What follows belongs to an exercise in optimizing a design on an open flow for small area; a production flow would make more cautious choices.
Only simulation tests tie the RTL to the original design; equivalence was not proved.
Power is estimated from default activity; no workload was simulated.

## job 4564
==> flow/design.v (excerpt) <==
module  top (clk,reset,data1,data2,data3,data4,data5,data6,data7,data8,data9,data10,data11,data12,data13,data14,data15,data16,data17,data18,data19,data20,
	dataen1,dataen2,dataen3,dataen4,dataen5,dataen6,dataen7,dataen8,dataen9,dataen10,dataen11,dataen12,dataen13,dataen14,dataen15,dataen16,dataen17,dataen18,dataen19,dataen20,
	datao1,datao2,datao3,datao4,datao5,datao6,datao7,datao8,datao9,datao10,datao11,datao12,datao13,datao14,datao15,datao16,datao17,datao18,datao19,datao20);
input clk,reset;
input [31:0] data1,data2,data3,data4,data5,data6,data7,data8,data9,data10,
	    data11,data12,data13,data14,data15,data16,data17,data18,data19,data20;
output [31:0] datao1,datao2,datao3,datao4,datao5,datao6,datao7,datao8,datao9,datao10,datao11,datao12,datao13,datao14,datao15,datao16,datao17,datao18,datao19,datao20;
input dataen1,dataen2,dataen3,dataen4,dataen5,dataen6,dataen7,dataen8,dataen9,dataen10,dataen11,dataen12,dataen13,dataen14,dataen15,dataen16,dataen17,dataen18,dataen19,dataen20;
reg [24:0] r_datao1_p;
reg [0:0] r_datao1_a;
reg [24:0] r_data11out2_p;
reg [2:0] r_data11out2_a;
reg [24:0] r_data11out3_p;
reg [3:0] r_data11out3_a;
reg [24:0] r_data11out6_p;
reg [6:0] r_data11out6_a;
reg [24:0] r_datao2_p;
reg [0:0] r_datao2_a;
reg [24:0] r_data12out2_p;
reg [2:0] r_data12out2_a;
reg [24:0] r_data12out3_p;
reg [6:0] r_data12out3_a;
reg [24:0] r_data12out4_p;
reg [0:0] r_data12out4_a;
reg [24:0] r_datao3_p;
reg [0:0] r_datao3_a;
reg [24:0] r_data13out2_p;
reg [2:0] r_data13out2_a;
reg [24:0] r_data13out3_p;
reg [6:0] r_data13out3_a;
reg [24:0] r_data13out4_p;
reg [1:0] r_data13out4_a;
reg [24:0] r_datao4_p;
reg [0:0] r_datao4_a;
reg [24:0] r_data14out2_p;
  ...
==> flow/config.mk <==
export PLATFORM = sky130hd
export DESIGN_NAME = top
export DESIGN_NICKNAME = top
export VERILOG_FILES = /design/flow/design.v
export SDC_FILE = /design/flow/constraint.sdc
export NUM_CORES = 8
export LEC_CHECK = 0
export CAP_MARGIN = 25
export CELL_PAD_IN_SITES_DETAIL_PLACEMENT = 0
export CELL_PAD_IN_SITES_GLOBAL_PLACEMENT = 0
export CORE_MARGIN = 2
export CORE_UTILIZATION = 70
export CTS_BUF_LIST = sky130_fd_sc_hd__clkbuf_16
export CTS_CLUSTER_DIAMETER = 90
export CTS_CLUSTER_SIZE = 25
export PLACE_DENSITY = 0.8
export SLEW_MARGIN = 25
==> flow/constraint.sdc <==
create_clock -name core_clock -period 8.0 [get_ports {clk}]
set_input_delay 1.6000 -clock core_clock [delete_from_list [all_inputs] [get_ports {clk}]]
set_output_delay 1.6000 -clock core_clock [all_outputs]
set_load 0.01 [all_outputs]
standard.sh (not shown) runs the stock make flow with config.mk's settings and CLKGATE_MAP_FILE= SYNTH_SCRIPT=/design/flow/synth_recipe.tcl, a recipe that flattens the netlist after the stock synthesis.
==> flow/flow/run.sh <==
#!/bin/bash
# The standard layout (standard.sh) with two changes:
#  - every input and output port is buffered by a sky130_fd_sc_hd__buf_1
#    (buffer_ports otherwise picks clkdlybuf4s50_1, 2.7x larger);
#  - synthesis maps with an area-oriented ABC script (flow/synth_area.tcl, flow/area.abc).
set -euo pipefail
export BUFFER_PORTS_ARGS="-buffer_cell sky130_fd_sc_hd__buf_1"
work=$(pwd)
sed "s#SYNTH_SCRIPT=[^ ]*#SYNTH_SCRIPT=$work/flow/synth_area.tcl#" standard.sh > flow_standard.sh
bash flow_standard.sh > standard.log 2>&1
==> flow/flow/area.abc <==
&get -n
&st
&dch -f
&nf -R 1000 -E 10 -p
&put
&get -n
&st
&dch -f
&nf -R 1000 -E 10 -p
&put
&get -n
&st
&dch -f
&nf -R 1000 -E 10 -p
&put
&get -n
&st
&dch -f
&nf -R 1000 -E 10 -p
&put
==> flow/flow/synth_area.tcl <==
# The standard flow's synthesis script (synth_recipe.tcl, in the work folder) unchanged, except that
# ABC's technology mapping uses the area-oriented script area.abc beside this file.
set ::area_abc_script [file join [file dirname [file normalize [info script]]] area.abc]
proc abc {args} {
  set i [lsearch -exact $args -script]
  if { $i >= 0 } {
    lset args [expr { $i + 1 }] $::area_abc_script
  }
  yosys abc {*}$args
}
source [file join [file dirname [file dirname [file normalize [info script]]]] synth_recipe.tcl]
diff inputs: job 4564 => job 3551
Settings: changing CORE_UTILIZATION from 70 to 65; changing PLACE_DENSITY from 0.8 to 0.75; changing SLEW_MARGIN from 25 to 35; setting GPL_TIMING_DRIVEN to 0 for the first time; changing CAP_MARGIN from 25 to 35.
Notes after the runs:
- The leakage dissipation of job 3551 was inferior to that of job 4564.
- Multi-input gate area in the final layout delta for job 3551 relative to job 4564: 2.5% higher
- Going from job 4564 to job 3551, the area growth from synthesis to layout was found to have gone up by 3.5 points.
- Total length of routed wires | job 3551 above job 4564
- | pre-CTS setup slack | job 3551 vs job 4564 | better |
Edits applied to the flow inputs when going from job 3551 to job 5083:
Settings: changing SLEW_MARGIN from 35 to 25; changing CAP_MARGIN from 35 to 25; removing GPL_TIMING_DRIVEN (formerly 0).
Findings:
- Job 5083: flow completed, timing, DRC and antenna clean
- Any difference in power dissipated in sequential cells between job 5083 and job 3551 is small enough to ignore.
- Pre-CTS setup slack: job 5083 worse than job 3551
- Diff job 5083..job 3551 | synthesized cell area | unchanged
- Cell area was higher in job 3551 than in job 5083.
What job 8040 does differently from job 5083 at the input level:
Settings: swapping 90 for 50 in CTS_CLUSTER_DIAMETER; swapping 25 for 15 in CAP_MARGIN; swapping 65 for 70 in CORE_UTILIZATION; swapping 0.75 for 0.8 in PLACE_DENSITY; swapping 25 for 30 in CTS_CLUSTER_SIZE; swapping 25 for 15 in SLEW_MARGIN.
### Flow results
- From the logs: job 8040 reached the end of the flow and failed the layout checks with max-slew violations.
- Capturing instance or port of the critical path: r_datao1_p[13] -> job 5083, r_datao4_p[11] -> job 8040
- Fraction of power spent switching nets was higher in job 8040 than in job 5083.
- Row chip height: job 8040 lower / job 5083 higher
- On via count: job 8040 sits above job 5083.
- Sort job 5083 and job 8040 by core utilization asc -> top: job 5083
- Wire length in job 8040 is about 0.8% lower than in job 5083
- The first element of the critical path comes out data4[21] in one run and data1[21] in the other, namely in job 8040 and job 5083 respectively.
Here is what was changed in the inputs of job 4906 compared with job 8040.
Settings: CTS_CLUSTER_SIZE now 25, was 30; CTS_CLUSTER_DIAMETER now 90, was 50; CAP_MARGIN now 35, was 15; PLACE_DENSITY now 0.75, was 0.8; CORE_UTILIZATION now 65, was 70; SLEW_MARGIN now 35, was 15.
==> notes.md <==
The final layout from job 4906, which completed every stage, passed the timing, design-rule and antenna checks at the end of the flow. Number of antenna repair diodes, job 4906 vs job 8040: down by more than 10%. Job 4906 packs its core looser than job 8040. When job 4906 is set beside job 8040, its die height turns out to be 3.7% larger. Going from job 8040 to job 4906, cell count along the critical path shrinks by 1. Changes observed in job 4906 relative to job 8040: cell internal power dissipation fell about 6%, global-route wire length before repair fell 0.48%, share of total power in the clock network fell 5.2 points, number of global-route vias before repair fell 2,778, cell count of the worst reg-to-reg path fell 3. Comparing proportion of power drawn by combinational gates for job 4906 and job 8040, the smaller number came from job 8040. The standard cells in job 4906 occupy less silicon area than those in job 8040 do.
Setup changes, job 4906 to job 1061
Settings: a change of CTS_BUF_LIST from sky130_fd_sc_hd__clkbuf_16 to sky130_fd_sc_hd__clkbuf_8; a change of SLEW_MARGIN from 35 to 25; a change of CTS_CLUSTER_DIAMETER from 90 to 50; a change of CAP_MARGIN from 35 to 25; a change of CTS_CLUSTER_SIZE from 25 to 14.
Results
Against job 4906 as the reference, job 1061 delivers a lower setup slack of the worst register-to-register path.
The shortest period the worst path allows in job 1061 was lower than what job 4906 gave.
Diff job 4906..job 1061 | non-clock buffer count | negligible
Part of the total power dissipated in combinational logic sits lower in job 1061 than in job 4906.
Fraction of final layout cells with drive strength greater than 1 ends up higher on job 1061.
Row sequential share of layout area: job 1061 lower / job 4906 higher
Summary of job 1061 over job 4906: total CTS buffers higher, end-of-flow core utilization higher, signed area change from the synthesized netlist to the final layout higher.
data1[21] as the beginning of the critical path was reported by job 1061, and data1[22] by job 4906.

[afterwards: timing with drivers on the ports]
The flow's constraints put no driver on any port. The routed layouts listed below were extracted and timed again, unchanged, in two steps. Step 1, drivers: a clkbuf_16 drives clk and a buf_2 each remaining input, both assumed. Step 2 moves the port delays by t, midway between the first and last clock arrival at a register: inputs arrive t later, outputs are due t later. That takes back most of the time a late clock gives input paths. Three values: no drivers, after step 1, after step 2; two values: the first two.
| run | t (ns) | setup slack, ns | slew at the worst register clock pin (ns) | worst data-port slew with drivers (ns) |
|---|---|---|---|---|
| job 4564 | 0.923 | 2.837 / 2.904 / 1.981 | 0.11 / 0.11 | 0.28 |
| job 3551 | 0.937 | 2.771 / 2.851 / 1.914 | 0.11 / 0.11 | 0.20 |
| job 5083 | 0.956 | 3.024 / 3.101 / 2.144 | 0.11 / 0.11 | 0.21 |
| job 8040 | 0.990 | 2.346 / 2.413 / 1.424 | 0.11 / 0.11 | 0.27 |
| job 4906 | 0.940 | 3.023 / 3.095 / 2.155 | 0.11 / 0.11 | 0.21 |
| job 1061 | 1.188 | 3.180 / 3.251 / 2.063 | 0.10 / 0.10 | 0.22 |
For job 1061, which loses most, drivers alone change the setup slack by +0.071 ns; drivers and shift together by -1.117 ns.
